This design comes from an exercise in tuning for small area and a short achievable clock period on the open sky130 flow, not from production work.
The RTL was checked by simulation tests, not by an equivalence proof against the original design.
Power figures rest on the tool's default switching activity, not on a simulated workload.

[config.mk]
export PLATFORM = sky130hd
export DESIGN_NAME = proc
export DESIGN_NICKNAME = proc
export VERILOG_FILES = /design/flow/design.v
export SDC_FILE = /design/flow/constraint.sdc
export NUM_CORES = 4
export LEC_CHECK = 0
export CAP_MARGIN = 20
export CORE_MARGIN = 2
export CORE_UTILIZATION = 40
export SLEW_MARGIN = 20
[constraint.sdc]
create_clock -name core_clock -period 6.5 [get_ports {clk}]
set_input_delay 1.3000 -clock core_clock [delete_from_list [all_inputs] [get_ports {clk}]]
set_output_delay 1.3000 -clock core_clock [all_outputs]
set_load 0.01 [all_outputs]
[design.v]
module alucirc (
    input  [11:0] acq,
    input         _alu_add, _alu_and, _alua_m1, _alua_ma, alua_mq0600, alua_mq1107,
    input         alua_pc0600, alua_pc1107, alub_1, _alub_ac, _alub_m1,
    output        _alucout,
    output [11:0] _aluq,
    input         _grpa1q, inc_axb, _lnq, lnq,
    input  [11:0] _maq, maq, mq,
    output        _newlink,
    input  [11:0] pcq);
    wire [11:0] _alua, _alub;
    wire alua_ma1107, alua_ma0600, alua_m1a, alua_m1b;
    wire alub_aca, alub_acb, alub_m1a, alub_m1b;
    wire alu_adda, alu_addb, alu_addc, alu_anda, alu_andb;
    wire cin_add_04, cin_add_08, cin_add_12;
    wire cin_inc_04, cin_inc_08, cin_inc_12;
    wire _cin_add_04, _cin_add_08, _cin_add_12;
    wire _cin_inc_04, _cin_inc_08, _cin_inc_12;
    wire [11:0] aandb, axorb, axbxorc, cin;
    wire grpa1qa, grpa1qb, _oldlink, newnand;
    assign alua_m1a = ~ _alua_m1;
    assign alua_m1b = ~ _alua_m1;
    assign alua_ma1107 = ~ _alua_ma;
    assign alua_ma0600 = ~ _alua_ma;
    assign grpa1qa = ~ _grpa1q;
    assign grpa1qb = ~ _grpa1q;
    assign _alua[11:07] = ~ ({5{alua_ma1107}} & maq[11:07] | {5{alua_mq1107}} & mq[11:07] | {5{alua_pc1107}} & pcq[11:07] | {5{alua_m1a}});
    assign _alua[06:00] = ~ ({7{alua_ma0600}} & maq[06:00] | {7{alua_mq0600}} & mq[06:00] | {7{alua_pc0600}} & pcq[06:00] | {7{alua_m1b}});
    assign alub_aca = ~ _alub_ac;
    assign alub_acb = ~ _alub_ac;
    assign alub_m1a = ~ _alub_m1;
    assign alub_m1b = ~ _alub_m1;
    assign _alub[11:07] = ~ ({5{alub_aca}} & acq[11:07] | {5{alub_m1a}});
    assign _alub[06:01] = ~ ({6{alub_acb}} & acq[06:01] | {6{alub_m1b}});
    assign _alub[00]    = ~ (alub_acb & acq[00] | alub_m1b | alub_1);
    assign alu_adda = ~ _alu_add;
    assign alu_addb = ~ _alu_add;
    assign alu_addc = ~ _alu_add;
    assign alu_anda = ~ _alu_and;
    assign alu_andb = ~ _alu_and;
    assign aandb = ~ (_alua | _alub);
    assign axorb = ~ (aandb | _alua & _alub);
    assign _cin_add_04 = ~ (aandb[03] | axorb[03] & aandb[02] | axorb[03] & axorb[02] & aandb[01] | axorb[03] & axorb[02] & axorb[01] & aandb[00]);
    assign _cin_add_08 = ~ (aandb[07] | axorb[07] & aandb[06] | axorb[07] & axorb[06] & aandb[05] | axorb[07] & axorb[06] & axorb[05] & aandb[04] | axorb[07] & axorb[06] & axorb[05] & axorb[04] & cin_add_04);
    assign _cin_add_12 = ~ (aandb[11] | axorb[11] & aandb[10] | axorb[11] & axorb[10] & aandb[09] | axorb[11] & axorb[10] & axorb[09] & aandb[08] | axorb[11] & axorb[10] & axorb[09] & axorb[08] & cin_add_08);
    assign _cin_inc_04 = ~ (axorb[03] & axorb[02] & axorb[01] & axorb[00] & inc_axb);
    assign _cin_inc_08 = ~ (axorb[07] & axorb[06] & axorb[05] & axorb[04] & cin_inc_04);
    assign _cin_inc_12 = ~ (axorb[11] & axorb[10] & axorb[09] & axorb[08] & cin_inc_08);
    assign cin_add_04 = ~ _cin_add_04;
    assign cin_add_08 = ~ _cin_add_08;
    assign cin_add_12 = ~ _cin_add_12;
    assign cin_inc_04 = ~ _cin_inc_04;
    assign cin_inc_08 = ~ _cin_inc_08;
    assign cin_inc_12 = ~ _cin_inc_12;
    assign cin[00] = inc_axb;
    assign cin[01] = alu_addc & aandb[00] | axorb[00] & cin[00];
    assign cin[02] = alu_addc & aandb[01] | axorb[01] & cin[01];
    assign cin[03] = alu_addc & aandb[02] | axorb[02] & cin[02];
    assign cin[04] = ~ (alu_addc & _cin_add_04 | grpa1qa & _cin_inc_04);
    assign cin[05] = alu_addc & aandb[04] | axorb[04] & cin[04];
    assign cin[06] = alu_addc & aandb[05] | axorb[05] & cin[05];
    assign cin[07] = alu_addc & aandb[06] | axorb[06] & cin[06];
    assign cin[08] = ~ (alu_addc & _cin_add_08 | grpa1qb & _cin_inc_08);
    assign cin[09] = alu_addb & aandb[08] | axorb[08] & cin[08];
    assign cin[10] = alu_addb & aandb[09] | axorb[09] & cin[09];
    assign cin[11] = alu_adda & aandb[10] | axorb[10] & cin[10];
    assign axbxorc = ~ (~ (axorb | cin) | axorb & cin);
    assign _aluq[11:06] = ~ ({6{alu_anda}} & aandb[11:06] | {6{alu_adda}} & axbxorc[11:06] | {6{grpa1qa}} & axbxorc[11:06]);
    assign _aluq[05:00] = ~ ({6{alu_andb}} & aandb[05:00] | {6{alu_addb}} & axbxorc[05:00] | {6{grpa1qb}} & axbxorc[05:00]);
    assign _alucout = ~ (alu_adda & cin_add_12 | grpa1qa & cin_inc_12);
    assign _oldlink = ~ (_grpa1q & lnq | _maq[6] & _maq[4] & lnq | grpa1qb & _maq[6] & maq[4] & _lnq | grpa1qa & maq[6] & maq[4]);
    assign newnand  = ~ (_oldlink & _alucout);
    assign _newlink = ~ (_oldlink & newnand | newnand & _alucout);
endmodule
module aclcirc (
    input         _ac_aluq, _ac_sc,
    output [11:0] acq,
    output        acqzero,
    input  [11:0] _aluq,
    input         clk, _grpa1q,
    output        grpb_skip,
    input         iot2q, _ln_wrt,
    output        _lnq, lnq,
    input  [11:0] _maq, maq,
    input         mql, _newlink, tad3q);
    wire _lnd, ac_sca, _ac_sca;
    wire [11:0] _acq;
    wire grpa1q, grpb_skip_base, grpb_skip_nand, acqzer2;
    wire _rotcin, rotcout;
    wire [11:0] rotq;
    wire _rot_nop, _rot_bsw, _rot_ral, _rot_rtl, _rot_rar, _rot_rtr;
    wire rot_nopa, rot_bswa, rot_rala, rot_rtla, rot_rara, rot_rtra;
    wire rot_nopb, rot_bswb, rot_ralb, rot_rtlb, rot_rarb, rot_rtrb;
    assign grpa1q   = ~ _grpa1q;
    assign _rotcin  = _newlink;
    assign _rot_nop = ~ (_maq[3] & _maq[2] & _maq[1] | _grpa1q);
    assign _rot_bsw = ~ (_maq[3] & _maq[2] &  maq[1] & grpa1q);
    assign _rot_ral = ~ (_maq[3] &  maq[2] & _maq[1] & grpa1q);
    assign _rot_rtl = ~ (_maq[3] &  maq[2] &  maq[1] & grpa1q);
    assign _rot_rar = ~ ( maq[3] & _maq[2] & _maq[1] & grpa1q);
    assign _rot_rtr = ~ ( maq[3] & _maq[2] &  maq[1] & grpa1q);
    assign rot_nopa = ~ _rot_nop;
    assign rot_nopb = ~ _rot_nop;
    assign rot_bswa = ~ _rot_bsw;
    assign rot_bswb = ~ _rot_bsw;
    assign rot_rala = ~ _rot_ral;
    assign rot_ralb = ~ _rot_ral;
    assign rot_rtla = ~ _rot_rtl;
    assign rot_rtlb = ~ _rot_rtl;
    assign rot_rara = ~ _rot_rar;
    assign rot_rarb = ~ _rot_rar;
    assign rot_rtra = ~ _rot_rtr;
    assign rot_rtrb = ~ _rot_rtr;
    assign rotq[00] = ~ (rot_nopa & _aluq[00] | rot_bswa & _aluq[06] | rot_rala & _rotcin   | rot_rtla & _aluq[11] | rot_rara & _aluq[01] | rot_rtra & _aluq[02]);
    assign rotq[01] = ~ (rot_nopa & _aluq[01] | rot_bswa & _aluq[07] | rot_rala & _aluq[00] | rot_rtla & _rotcin   | rot_rara & _aluq[02] | rot_rtra & _aluq[03]);
    assign rotq[02] = ~ (rot_nopa & _aluq[02] | rot_bswa & _aluq[08] | rot_rala & _aluq[01] | rot_rtla & _aluq[00] | rot_rara & _aluq[03] | rot_rtra & _aluq[04]);
    assign rotq[03] = ~ (rot_nopb & _aluq[03] | rot_bswb & _aluq[09] | rot_ralb & _aluq[02] | rot_rtlb & _aluq[01] | rot_rarb & _aluq[04] | rot_rtrb & _aluq[05]);
    assign rotq[04] = ~ (rot_nopb & _aluq[04] | rot_bswb & _aluq[10] | rot_ralb & _aluq[03] | rot_rtlb & _aluq[02] | rot_rarb & _aluq[05] | rot_rtrb & _aluq[06]);
    assign rotq[05] = ~ (rot_nopb & _aluq[05] | rot_bswb & _aluq[11] | rot_ralb & _aluq[04] | rot_rtlb & _aluq[03] | rot_rarb & _aluq[06] | rot_rtrb & _aluq[07]);
    assign rotq[06] = ~ (rot_nopa & _aluq[06] | rot_bswa & _aluq[00] | rot_rala & _aluq[05] | rot_rtla & _aluq[04] | rot_rara & _aluq[07] | rot_rtra & _aluq[08]);
    assign rotq[07] = ~ (rot_nopa & _aluq[07] | rot_bswa & _aluq[01] | rot_rala & _aluq[06] | rot_rtla & _aluq[05] | rot_rara & _aluq[08] | rot_rtra & _aluq[09]);
    assign rotq[08] = ~ (rot_nopa & _aluq[08] | rot_bswa & _aluq[02] | rot_rala & _aluq[07] | rot_rtla & _aluq[06] | rot_rara & _aluq[09] | rot_rtra & _aluq[10]);
    assign rotq[09] = ~ (rot_nopb & _aluq[09] | rot_bswb & _aluq[03] | rot_ralb & _aluq[08] | rot_rtlb & _aluq[07] | rot_rarb & _aluq[10] | rot_rtrb & _aluq[11]);
    assign rotq[10] = ~ (rot_nopb & _aluq[10] | rot_bswb & _aluq[04] | rot_ralb & _aluq[09] | rot_rtlb & _aluq[08] | rot_rarb & _aluq[11] | rot_rtrb & _rotcin);
    assign rotq[11] = ~ (rot_nopb & _aluq[11] | rot_bswb & _aluq[05] | rot_ralb & _aluq[10] | rot_rtlb & _aluq[09] | rot_rarb & _rotcin   | rot_rtrb & _aluq[00]);
    assign rotcout  = ~ (rot_nopa & _rotcin   | rot_bswa & _rotcin   | rot_rala & _aluq[11] | rot_rtla & _aluq[10] | rot_rara & _aluq[00] | rot_rtra & _aluq[01]);
    assign  ac_sca = ~ _ac_sc;
    assign _ac_sca = ~ ac_sca;
    assign _lnd = ~ (tad3q & rotcout |          
                     grpa1q & rotcout |         
                     iot2q & mql |              
                     _ln_wrt & lnq);            
    reg [11:0] acreg;
    reg        lnreg;
    always @(posedge clk) begin
        if (~ _ac_aluq) begin
            acreg[03:00] <= rotq[03:00] & {4{_ac_sc}};
            acreg[07:04] <= rotq[07:04] & {4{_ac_sca}};
            acreg[11:08] <= rotq[11:08] & {4{_ac_sca}};
            lnreg        <= ~ _lnd;
        end
    end
    assign acq  =   acreg;
    assign _acq = ~ acreg;
    assign lnq  =   lnreg;
    assign _lnq = ~ lnreg;
    assign acqzero = & _acq;     
    assign acqzer2 = & _acq;     
    assign grpb_skip_base = ~ (lnq & maq[4] | maq[5] & acqzer2 | maq[6] & acq[11]);
    assign grpb_skip_nand = ~ (maq[3] & grpb_skip_base);
    assign grpb_skip      = ~ (maq[3] & grpb_skip_nand | grpb_skip_nand & grpb_skip_base);
endmodule
module macirc (input [11:0] _aluq, input clk, input _ma_aluq, output [11:0] _maq, output [11:0] maq);
    reg [11:0] mareg;
    always @(posedge clk) begin
        if (~ _ma_aluq) mareg <= ~ _aluq;
    end
    assign  maq =   mareg;
    assign _maq = ~ mareg;
endmodule
module pccirc (input [11:0] _aluq, input clk, input _pc_aluq, input _pc_inc, output [11:0] pcq, input reset);
    wire [11:0] nextpc, _pcq;
    wire [11:1] allones, _allones;
    wire pc_aluqa, pc_aluqb, pc_holda, pc_holdb, pc_inca, pc_incb, pc_incc;
    assign _allones[01] =  _pcq[00];
    assign _allones[02] = ~(pcq[00] & pcq[01]);
    assign _allones[03] = ~(pcq[00] & pcq[01] & pcq[02]);
    assign _allones[04] = ~(pcq[00] & pcq[01] & pcq[02] & pcq[03]);
    assign _allones[05] = ~(pcq[00] & pcq[01] & pcq[02] & pcq[03] & pcq[04]);
    assign _allones[06] = ~(pcq[00] & pcq[01] & pcq[02] & pcq[03] & pcq[04] & pcq[05]);
    assign _allones[07] = ~(allones[06] & pcq[06]);
    assign _allones[08] = ~(allones[06] & pcq[06] & pcq[07]);
    assign _allones[09] = ~(allones[06] & pcq[06] & pcq[07] & pcq[08]);
    assign _allones[10] = ~(allones[06] & pcq[06] & pcq[07] & pcq[08] & pcq[09]);
    assign _allones[11] = ~(allones[06] & pcq[06] & pcq[07] & pcq[08] & pcq[09] & pcq[10]);
    assign allones = ~ _allones;
    assign pc_aluqa = ~ _pc_aluq;
    assign pc_aluqb = ~ _pc_aluq;
    assign pc_inca  = ~ _pc_inc;
    assign pc_incb  = ~ _pc_inc;
    assign pc_incc  = ~ _pc_inc;
    assign pc_holda = ~ (pc_inca | pc_aluqa);
    assign pc_holdb = ~ (pc_incb | pc_aluqb);
    assign nextpc[00] = ~(pc_inca &               pcq[00] |                                     pc_aluqa & _aluq[00] | pc_holda & _pcq[00]);
    assign nextpc[01] = ~(pc_inca & allones[01] & pcq[01] | pc_inca & _allones[01] & _pcq[01] | pc_aluqa & _aluq[01] | pc_holda & _pcq[01]);
    assign nextpc[02] = ~(pc_inca & allones[02] & pcq[02] | pc_inca & _allones[02] & _pcq[02] | pc_aluqa & _aluq[02] | pc_holda & _pcq[02]);
    assign nextpc[03] = ~(pc_inca & allones[03] & pcq[03] | pc_inca & _allones[03] & _pcq[03] | pc_aluqa & _aluq[03] | pc_holda & _pcq[03]);
    assign nextpc[04] = ~(pc_incb & allones[04] & pcq[04] | pc_incb & _allones[04] & _pcq[04] | pc_aluqa & _aluq[04] | pc_holda & _pcq[04]);
    assign nextpc[05] = ~(pc_incb & allones[05] & pcq[05] | pc_incb & _allones[05] & _pcq[05] | pc_aluqa & _aluq[05] | pc_holda & _pcq[05]);
    assign nextpc[06] = ~(pc_incb & allones[06] & pcq[06] | pc_incb & _allones[06] & _pcq[06] | pc_aluqb & _aluq[06] | pc_holdb & _pcq[06]);
    assign nextpc[07] = ~(pc_incb & allones[07] & pcq[07] | pc_incb & _allones[07] & _pcq[07] | pc_aluqb & _aluq[07] | pc_holdb & _pcq[07]);
    assign nextpc[08] = ~(pc_incc & allones[08] & pcq[08] | pc_incc & _allones[08] & _pcq[08] | pc_aluqb & _aluq[08] | pc_holdb & _pcq[08]);
    assign nextpc[09] = ~(pc_incc & allones[09] & pcq[09] | pc_incc & _allones[09] & _pcq[09] | pc_aluqb & _aluq[09] | pc_holdb & _pcq[09]);
    assign nextpc[10] = ~(pc_incc & allones[10] & pcq[10] | pc_incc & _allones[10] & _pcq[10] | pc_aluqb & _aluq[10] | pc_holdb & _pcq[10]);
    assign nextpc[11] = ~(pc_incc & allones[11] & pcq[11] | pc_incc & _allones[11] & _pcq[11] | pc_aluqb & _aluq[11] | pc_holdb & _pcq[11]);
    reg [11:0] pcreg;
    always @(posedge clk or posedge reset) begin
        if (reset) pcreg <= 12'o0000;
        else       pcreg <= nextpc;
    end
    assign  pcq =   pcreg;
    assign _pcq = ~ pcreg;
endmodule
module seqcirc (
    output        _ac_aluq, _ac_sc,
    input         acqzero,
    output        _alu_add, _alu_and, _alua_m1, _alua_ma, alua_mq0600, alua_mq1107,
    output        alua_pc0600, alua_pc1107, alub_1, _alub_ac, _alub_m1,
    input         _alucout, clk,
    output        _grpa1q,
    input         grpb_skip,
    output        _dfrm, _jump, inc_axb, _intak,
    input         intrq,
    output        intak1q, ioinst,
    input         ioskp,
    output        iot2q, _ln_wrt, _ma_aluq,
    input  [11:0] _maq, maq, mq,
    output        _mread, _mwrite, _pc_aluq, _pc_inc,
    input         reset,
    output        tad3q);
    wire _autoidx, autoidx, _meminst, meminst, _endinst, _intrq;
    wire _intak1d, fetch1d, _fetch2d, _defer1d, _defer2d, _defer3d, _exec1d, _exec2d, exec3d;
    wire _ir_arth, _ir_and, _ir_tad, _ir_isz, _ir_dca, _ir_jms, _ir_jmp, _ir_iot, _ir_opr;
    wire [11:9] irq, _irq;
    wire irq_8, irq_11;
    wire fetch1q, _fetch1q, fetch2q, _fetch2q, fetch2qa, defer1q, _defer1q, defer2q, defer3q;
    wire exec1q, _exec1q, exec2q, _exec2q, exec3q, _exec3q, _intak1q;
    wire arith1q, arith2q, and2q, tad2q, isz1q, isz2q, isz3q, dca1q, dca2q, jms1q, jms2q, jms3q, jmp1q;
    wire grpb1q, iot1q, opr1q, grpa1q;
    assign _autoidx = ~ (_maq[11] & _maq[10] & _maq[09] & _maq[08] & _maq[07] & _maq[06] & _maq[05] & _maq[04] & maq[03]);
    assign autoidx = ~ _autoidx;
    assign meminst = ~ (mq[11] & mq[10]);
    assign _meminst = ~ meminst;
    assign _endinst = ~ (and2q | tad3q | dca2q | isz3q | iot2q | grpa1q);
    assign _intrq = ~ intrq;
    assign _intak1d = ~ (~ _endinst & intrq | jmp1q & intrq | jms3q & intrq | grpb1q & intrq);
    assign fetch1d = ~ (_endinst | intrq);
    assign _fetch2d = ~ (fetch1q  | jmp1q & _intrq | jms3q & _intrq | grpb1q & _intrq);
    assign _defer1d = ~ (fetch2qa & meminst & mq[08]);
    assign _defer2d = _defer1q;
    assign _defer3d = ~ (defer2q & autoidx);
    assign _ir_arth = ~ (_irq[11] & _irq[10]);
    assign _ir_and = ~ (_irq[11] & _irq[10] & _ir_tad);
    assign _ir_tad = ~ (_irq[11] & _irq[10] &  irq[09] & ~ acqzero);
    assign _ir_isz = ~ (_irq[11] &  irq[10] & _irq[09]);
    assign _ir_dca = ~ (_irq[11] &  irq[10] &  irq[09]);
    assign _ir_jms = ~ ( irq_11  & _irq[10] & _irq[09]);
    assign _ir_jmp = ~ ( irq_11  & _irq[10] &  irq[09]);
    assign _ir_iot = ~ ( irq_11  &  irq[10] & _irq[09] |
                   irq_11  &  irq[10] & maq[08] & maq[02] |      
                   irq_11  &  irq[10] & maq[08] & maq[01] |      
                   irq_11  &  irq[10] & maq[08] & maq[00]);      
    assign _ir_opr = ~ ( irq_11  &  irq[10] &  irq[09] & _ir_iot);     
    assign _exec1d = ~ (fetch2qa & ~ mq[08] |                          
                  defer2q & _autoidx |                           
                  defer3q |                                      
                  fetch2qa & _meminst);                          
    assign _exec2d = ~ (exec1q & ~ (irq[11] & _ir_jms & _ir_iot) |     
                  intak1q);                                      
     assign exec3d = ~ (_exec2q | _ir_tad & _ir_isz & _ir_jms);        
    assign arith1q = ~ (_exec1q | _ir_arth);            
    assign arith2q = ~ (_exec2q | _ir_arth);            
    assign and2q = ~ (_exec2q | _ir_and);
    assign tad2q = ~ (_exec2q | _ir_tad);
    assign tad3q = ~ (_exec3q | _ir_tad);
    assign isz1q = ~ (_exec1q | _ir_isz);
    assign isz2q = ~ (_exec2q | _ir_isz);
    assign isz3q = ~ (_exec3q | _ir_isz);
    assign dca1q = ~ (_exec1q | _ir_dca);
    assign dca2q = ~ (_exec2q | _ir_dca);
    assign jms1q = ~ (_exec1q | _ir_jms);
    assign jms2q = ~ (_exec2q | _ir_jms);
    assign jms3q = ~ (_exec3q | _ir_jms);
    assign jmp1q = ~ (_exec1q | _ir_jmp);
    assign iot1q = ~ (_exec1q | _ir_iot);             
    assign iot2q = ~ (_exec2q | _ir_iot);
    assign opr1q = ~ (_exec1q | _ir_opr);             
    assign _grpa1q = ~ (opr1q & _maq[8]);               
    assign grpa1q = ~ _grpa1q;
    assign grpb1q = opr1q &  maq[8];                
    assign _mread = ~ (fetch1q | defer1q | arith1q | isz1q | jmp1q & _intrq | jms3q & _intrq | grpb1q & _intrq);
    assign _mwrite = ~ (defer1q & autoidx | jms1q | dca1q | isz1q | intak1q);
    assign _dfrm = ~ (exec1q & _irq[11] & irq_8);
    assign _jump = ~ (exec1q & irq_11 & _irq[10]);
    assign _intak = _intak1q;
    assign ioinst = iot1q;
    assign _alu_add = ~ (defer3q | exec3q | grpb1q);
    assign _alu_and = ~ (_alu_add & _grpa1q);
    assign inc_axb = ~ (_grpa1q | _maq[0]);
    assign _ac_sc = ~ (dca2q | grpb1q & maq[7]);
    assign _ac_aluq = ~ (and2q | tad3q | dca2q | grpa1q | grpb1q & maq[7] | iot2q);
    assign _ln_wrt = ~ (tad3q | grpa1q | iot2q);
    assign _ma_aluq = ~ (fetch2qa | defer2q | defer3q | tad2q | isz2q | intak1q);               
    assign _pc_aluq = ~ (jmp1q | jms3q | grpb1q);
    assign _pc_inc = ~ (fetch2qa | isz3q & ~ _alucout | iot2q & ioskp);
    assign _alua_ma = ~ (defer1q | defer3q | exec1q & _irq[11] | exec1q & _irq[10] | exec3q);
    assign _alua_m1 = ~ (dca2q | iot1q | grpa1q & maq[5]);
    assign alua_mq1107 = fetch2qa & _meminst | defer2q | arith2q | isz2q | iot2q;
    assign alua_mq0600 = fetch2qa | defer2q | arith2q | isz2q | iot2q;
    assign alua_pc1107 = fetch1q | fetch2qa & meminst & mq[07] | jms2q | grpb1q;
    assign alua_pc0600 = fetch1q | jms2q | grpb1q;
    assign _alub_ac = ~ (and2q | tad3q | dca2q | iot1q | grpa1q & _maq[07]);
    assign _alub_m1 = ~ (fetch1q | fetch2q | defer1q | defer2q | jmp1q | jms1q | jms2q |
                  arith1q | tad2q | dca1q | isz1q | isz2q | iot2q | and2q & irq[09]);
    assign alub_1 = defer3q | jms3q | isz3q | grpb1q & grpb_skip;
    reg r_fetch1, r_fetch2, r_intak1, r_defer1, r_defer2, r_defer3, r_exec1, r_exec2, r_exec3;
    always @(posedge clk or posedge reset) begin
        if (reset) begin
            r_fetch1 <= 1'b1;
            r_fetch2 <= 1'b0;
            r_intak1 <= 1'b0;
            r_defer1 <= 1'b0;
            r_defer2 <= 1'b0;
            r_defer3 <= 1'b0;
            r_exec1  <= 1'b0;
            r_exec2  <= 1'b0;
            r_exec3  <= 1'b0;
        end else begin
            r_fetch1 <=   fetch1d;
            r_fetch2 <= ~ _fetch2d;
            r_intak1 <= ~ _intak1d;
            r_defer1 <= ~ _defer1d;
            r_defer2 <= ~ _defer2d;
            r_defer3 <= ~ _defer3d;
            r_exec1  <= ~ _exec1d;
            r_exec2  <= ~ _exec2d;
            r_exec3  <=   exec3d;
        end
    end
    assign  fetch1q =   r_fetch1;
    assign _fetch1q = ~ r_fetch1;
    assign  fetch2q =   r_fetch2;
    assign _fetch2q = ~ r_fetch2;
    assign  intak1q =   r_intak1;
    assign _intak1q = ~ r_intak1;
    assign  defer1q =   r_defer1;
    assign _defer1q = ~ r_defer1;
    assign  defer2q =   r_defer2;
    assign  defer3q =   r_defer3;
    assign  exec1q  =   r_exec1;
    assign _exec1q  = ~ r_exec1;
    assign  exec2q  =   r_exec2;
    assign _exec2q  = ~ r_exec2;
    assign  exec3q  =   r_exec3;
    assign _exec3q  = ~ r_exec3;
    assign fetch2qa = ~ _fetch2q;
    reg [11:8] irreg;
    always @(posedge clk) begin
        if (intak1q) begin
            irreg[11:9] <= 3'b100;
        end else if (fetch2q) begin
            irreg[11:9] <= mq[11:9];
        end
        if (fetch2qa) begin
            irreg[8] <= mq[8];
        end
    end
    assign irq    =   irreg[11:9];
    assign _irq   = ~ irreg[11:9];
    assign irq_8  =   irreg[8];
    assign irq_11 = ~ _irq[11];
endmodule
module proc (
    input         clk,         
    input         reset,       
    input         intrq,       
    input         ioskp,       
    input  [11:0] mq,          
    input         mql,         
    output        dfrm_n,      
    output        jump_n,      
    output        intak_n,     
    output        ioinst,      
    output        mdl_n,       
    output [11:0] md_n,        
    output        mread_n,     
    output        mwrite_n);   
    wire _ac_aluq, _ac_sc, acqzero, _alu_add, _alu_and, _alua_m1, _alua_ma;
    wire alua_mq0600, alua_mq1107, alua_pc0600, alua_pc1107, alub_1, _alub_ac, _alub_m1;
    wire _alucout, _grpa1q, grpb_skip, inc_axb, intak1q, iot2q, _ln_wrt;
    wire _lnq, lnq, _ma_aluq, _newlink, _pc_aluq, _pc_inc, tad3q;
    wire _dfrm, _jump, _intak, _mread, _mwrite;
    wire [11:0] acq, _aluq, _maq, maq, pcq;
    assign dfrm_n   = _dfrm;
    assign jump_n   = _jump;
    assign intak_n  = _intak;
    assign mdl_n    = _lnq;
    assign md_n     = _aluq;
    assign mread_n  = _mread;
    assign mwrite_n = _mwrite;
    aclcirc acl (
        ._ac_aluq (_ac_aluq), ._ac_sc (_ac_sc), .acq (acq), .acqzero (acqzero), ._aluq (_aluq),
        .clk (clk), ._grpa1q (_grpa1q), .grpb_skip (grpb_skip), .iot2q (iot2q), ._ln_wrt (_ln_wrt),
        ._lnq (_lnq), .lnq (lnq), ._maq (_maq), .maq (maq), .mql (mql), ._newlink (_newlink), .tad3q (tad3q));
    alucirc alu (
        .acq (acq), ._alu_add (_alu_add), ._alu_and (_alu_and), ._alua_m1 (_alua_m1), ._alua_ma (_alua_ma),
        .alua_mq0600 (alua_mq0600), .alua_mq1107 (alua_mq1107), .alua_pc0600 (alua_pc0600), .alua_pc1107 (alua_pc1107),
        .alub_1 (alub_1), ._alub_ac (_alub_ac), ._alub_m1 (_alub_m1), ._alucout (_alucout), ._aluq (_aluq),
        ._grpa1q (_grpa1q), .inc_axb (inc_axb), ._lnq (_lnq), .lnq (lnq), ._maq (_maq), .maq (maq), .mq (mq),
        ._newlink (_newlink), .pcq (pcq));
    macirc ma (._aluq (_aluq), .clk (clk), ._ma_aluq (_ma_aluq), ._maq (_maq), .maq (maq));
    pccirc pc (._aluq (_aluq), .clk (clk), ._pc_aluq (_pc_aluq), ._pc_inc (_pc_inc), .pcq (pcq), .reset (reset));
    seqcirc seq (
        ._ac_aluq (_ac_aluq), ._ac_sc (_ac_sc), .acqzero (acqzero), ._alu_add (_alu_add), ._alu_and (_alu_and),
        ._alua_m1 (_alua_m1), ._alua_ma (_alua_ma), .alua_mq0600 (alua_mq0600), .alua_mq1107 (alua_mq1107),
        .alua_pc0600 (alua_pc0600), .alua_pc1107 (alua_pc1107), .alub_1 (alub_1), ._alub_ac (_alub_ac),
        ._alub_m1 (_alub_m1), ._alucout (_alucout), .clk (clk), ._grpa1q (_grpa1q), .grpb_skip (grpb_skip),
        ._dfrm (_dfrm), ._jump (_jump), .inc_axb (inc_axb), ._intak (_intak), .intrq (intrq), .intak1q (intak1q),
        .ioinst (ioinst), .ioskp (ioskp), .iot2q (iot2q), ._ln_wrt (_ln_wrt), ._ma_aluq (_ma_aluq),
        ._maq (_maq), .maq (maq), .mq (mq), ._mread (_mread), ._mwrite (_mwrite), ._pc_aluq (_pc_aluq),
        ._pc_inc (_pc_inc), .reset (reset), .tad3q (tad3q));
endmodule
[run.sh]
#!/bin/bash
# synth_recipe.tcl (not shown) runs the flow's synth.tcl, then flattens the netlist and writes it again
# the make line also repeats each setting of config.mk as NAME=value (left out here)
make -C /OpenROAD-flow-scripts/flow DESIGN_CONFIG=/design/flow/config.mk WORK_HOME=/design/flow/orfs CLKGATE_MAP_FILE= SYNTH_SCRIPT=/design/flow/synth_recipe.tcl finish
==> results.py <==
metrics = {
    "sta": {
        "finalSetupViolations": 0,
        "fmax_ghz": 0.161,
        "drv_slew": 0,
        "fin_crit_sh": 0.958,
        "finalHoldViolations": 0,
        "rsz0062_at_grt": "false",
        "tightest_slew_ns": 1.13,
        "clock_skew_ns": 0.00972,
        "period_needed_ns": 6.22,
        "relSlewSlack": 0.244,
    },
    "global_route": {
        "antenna_found_initial": 0,
        "first_global_vias": 3745,
        "grt_pass1_wl_mm": 21.0,
        "grt_max_degree": 22,
        "grt_usage": 0.250,
        "grt_overflow_total": 0,
    },
    "route": {
        "drtIter0Drc": 316,
        "wirelength_mm": 13.4,
        "drcViolationCount": 0,
        "met3_length_um": 997,
        "dr.pass1.iters": 8,
        "ant_nets": 0,
        "highest_layer": "met4",
        "via_per_inst": 6.10,
        "wl_met2_mm": 6.19,
        "wire_per_inst_um": 21.1,
        "wl_met1_mm": 5.95,
        "vias": 3886,
    },
    "critical_path": {
        "r2r_slack_ns": 1.10,
        "start_kind": "input pin",
        "path_cells": "clkdlybuf4s50_1, nand3_1, nand3_1, a221oi_1, o21ai_1, ha_1, a21oi_1, o21ai_0, o32a_1, ha_1, a21o_1, ha_1, a21o_1, ha_1, a21oi_1, xnor2_1, mux2i_2, clkbuf_2",
        "reg2reg_depth": 24,
        "path_depth": 18,
        "required_ns": 5.20,
        "critPathKind": "in2out",
        "critPathMostFrequentCell": "ha_1",
        "path_buf_inv": 2,
        "rr_startpoint": "ma.mareg[0]$_DFFE_PP_",
        "cp_max_fo": 4,
        "critical-path-top-delay-family": "compound AO/OA/AOI/OAI gates",
        "critical_path.max_stage_delay_ns": 0.47,
        "critPathCaptureType": "output pin",
        "slowest_stage": "clkdlybuf4s50_1",
        "timing.rr.end": "acl.acreg[9]$_DFFE_PP_",
        "arrival_ns": 4.92,
    },
    "power": {
        "peakVddDrop_uv": 112,
        "pwr-share-seq": 0.499,
        "power.internal_w": 0.000586,
        "power_density_mw_per_mm2": 185,
        "p_leak_nw": 2.30,
        "switching_share": 0.344,
        "clkPwrFrac": 0.266,
        "netSwitchingPower_w": 0.000307,
        "combPwrFrac": 0.235,
    },
    "placement": {
        "dp_hpwl_mm": 10.2,
        "gp_congestion": 0.941,
        "placed_area_sq_mm": 0.00466,
        "io_buffers": 35,
    },
    "cells_and_area": {
        "drive_gt1_frac": 0.167,
        "utilization": 0.497,
        "fillers": 957,
        "finalInstanceArea_sq_mm": 0.00484,
        "antenna_cells": 0,
        "nNetsFinal": 541,
        "area_growth_pct": 21.7,
    },
    "clocking": {
        "h-tree-depth": 2,
        "cts_buffers": 5,
        "clock-root-buffer": "clkbuf_8",
        "clk_pin_slew_ns": 0.10,
        "cts_tree": "yes",
        "postCtsHoldBufs": 0,
        "insertion_delay_ns": 0.32,
        "clock_path_buffers": 2,
        "clock_sinks": 50,
    },
    "floorplanning": {
        "die_h_um": 104,
        "io_pins": 36,
        "coreArea_sq_mm": 0.00973,
        "die_width_um": 104,
        "rows": 36,
        "start_util": 0.408,
        "dieArea_sq_mm": 0.0107,
    },
    "synthesis": {
        "syn_area_per_cell_sq_um": 8.91,
        "syn_nets": 484,
        "synth_top_area_cell": "edfxtp_1",
        "netlist_area_sq_mm": 0.00397,
        "ys.flop_type": "edfxtp_1",
        "synth_cell_type_count": 69,
        "synth_edf_count": 26,
        "synth_area_leaders": "edfxtp_1 (20%), dfrtp_1 (13%), ha_1 (6.6%), nand2_1 (5.2%), a21oi_1 (4.2%)",
        "async_flop_share": 0.420,
        "synth_top_cells_by_count": "nand2_1 (55), a21oi_1 (33), inv_1 (28), edfxtp_1 (26)",
        "yosysWarnings": 4,
        "ys_seq_area_frac": 0.344,
        "yosys_register_bits": 50,
        "syn_inst": 446,
        "yosys.area.top_type_share": 0.196,
        "yosysMostFrequentCell": "nand2_1",
    },
    "worst_hold_path": {
        "worst_hold_path_type": "reg2reg",
        "hold_end": "seq.r_defer2$_DFF_PP0_",
        "min_from": "seq.r_defer1$_DFF_PP0_",
        "holdPathStages": 0,
    },
    "status": {
        "status": "complete, no violations",
    },
    "run": {
        "maxCapViolCount": 0,
    },
}
[metal layers]
| metal | up-vias | track usage |
|---|---|---|
| met3 | 20 | 0.0371 |
| met5 | - | 0 |
| met4 | 0 | 0.0801 |
| met1 | 1849 | 0.353 |
| li1 | 1817 | - |
| met2 | 200 | 0.395 |
[registers in the layout, indices dropped and copies added, names as in the netlist, 4 cells and up]
signal,cells
pc.pcreg,12
acl.acreg,12
seq.irreg,4
ma.mareg,12
[layout by cell type, fill, tap and decap left out, types with 3 or more instances in the layout]
| master | count |
|---|---|
| buf_4 | 40 |
| a21oi_1 | 33 |
| o211ai_1 | 3 |
| a21o_1 | 20 |
| xnor2_1 | 4 |
| edfxtp_1 | 26 |
| nor2_1 | 19 |
| nand2_1 | 54 |
| a222oi_1 | 8 |
| mux2i_1 | 11 |
| nor3_1 | 7 |
| a22oi_1 | 19 |
| and2_1 | 5 |
| inv_1 | 28 |
| o21ai_0 | 19 |
| a221oi_1 | 13 |
| clkbuf_8 | 5 |
| dfrtp_1 | 20 |
| and3_1 | 4 |
| nor2b_1 | 8 |
| nand4_1 | 10 |
| nand3_1 | 12 |
| a221oi_2 | 5 |
| ha_1 | 21 |
| mux2i_2 | 7 |
| nor4_1 | 5 |
| clkdlybuf4s50_1 | 32 |
[power groups by stage]
stage	clock network, W	registers (W)	logic [W]
2_1_floorplan	0	0.000410	0.000157
3_3_place_gp	0	0.000444	0.000203
3_5_place_dp	0	0.000443	0.000204
4_1_cts	0.000241	0.000437	0.000205
5_1_grt	0.000249	0.000450	0.000231
6_report	0.000238	0.000446	0.000210
[how the worst max path moves through the flow]
stage | from | endpoint
floorplan | ma.mareg[2]$_DFFE_PP_ | md_n[11]
detailed placement | mq[10] | md_n[11]
global placement | mq[10] | md_n[11]
finish | mq[10] | md_n[11]
CTS | ma.mareg[2]$_DFFE_PP_ | md_n[7]
global route | ma.mareg[0]$_DFFE_PP_ | md_n[11]
[per-stage QoR]
step	hold slack (ns)	setup slack [ns]	cells	total power, W	TNS (ns)
6_report	0.481	0.276	637	0.000893	0
5_1_grt	0.510	0.0827	637	0.000931	0
4_1_cts	0.478	0.0908	636	0.000883	0
3_5_place_dp	0.452	-0.148	628	0.000648	-0.159
3_3_place_gp	0.454	-0.0815	628	0.000647	-0.0815
2_1_floorplan	0.412	0.993	446	0.000567	0
[area by class of cell]
class | instances | area (sq um) | area share
timing repair buffer | 75 | 647 | 0.134
multi-input combinational | 342 | 2430 | 0.502
inverter | 29 | 109 | 0.0225
tap | 133 | 166 | 0.0344
sequential | 50 | 1370 | 0.283
clock buffer | 5 | 68.8 | 0.0142
clock inverter | 3 | 47.5 | 0.00983
[timing repair]
action,CTS,global route
setup endpoints to repair,2,5
buffers inserted,0,1
hold endpoints to repair,0,0
pin swaps,0,1
cloned,0,0
resized for setup,2,16
[kinds of logic after synthesis]
logic type               after synthesis  synth area share
AO/OA/AOI/OAI                        151             0.281
flip-flops                            50             0.344
multiplexers                          19            0.0548
buffers and inverters                 54            0.0573
AND/OR/NAND/NOR                      146             0.185
XOR/XNOR                               5            0.0110
adder cells (fa/ha/maj)               21            0.0661

-- what the ideal ports hide --
How much do the figures lean on ideal ports? The routed layout below was timed once more, with nothing changed but the port constraints. Step 1, drivers: a clkbuf_16 drives clk and a buf_2 each remaining input, both assumed. Step 2 moves the port delays by t, midway between the first and last clock arrival at a register: inputs arrive t later, outputs are due t later. That takes back most of the time a late clock gives input paths. Slacks: ideal ports / drivers / drivers and shift; pairs: ideal ports / drivers.
t, ns: 0.346
setup slack, ns: 0.276 / 0.256 / 0.256
worst setup path after step 2: input to output
After both steps setup and hold are still met in this run. The setup slack of this run moves by -0.020 ns with the drivers and by -0.020 ns with both steps.
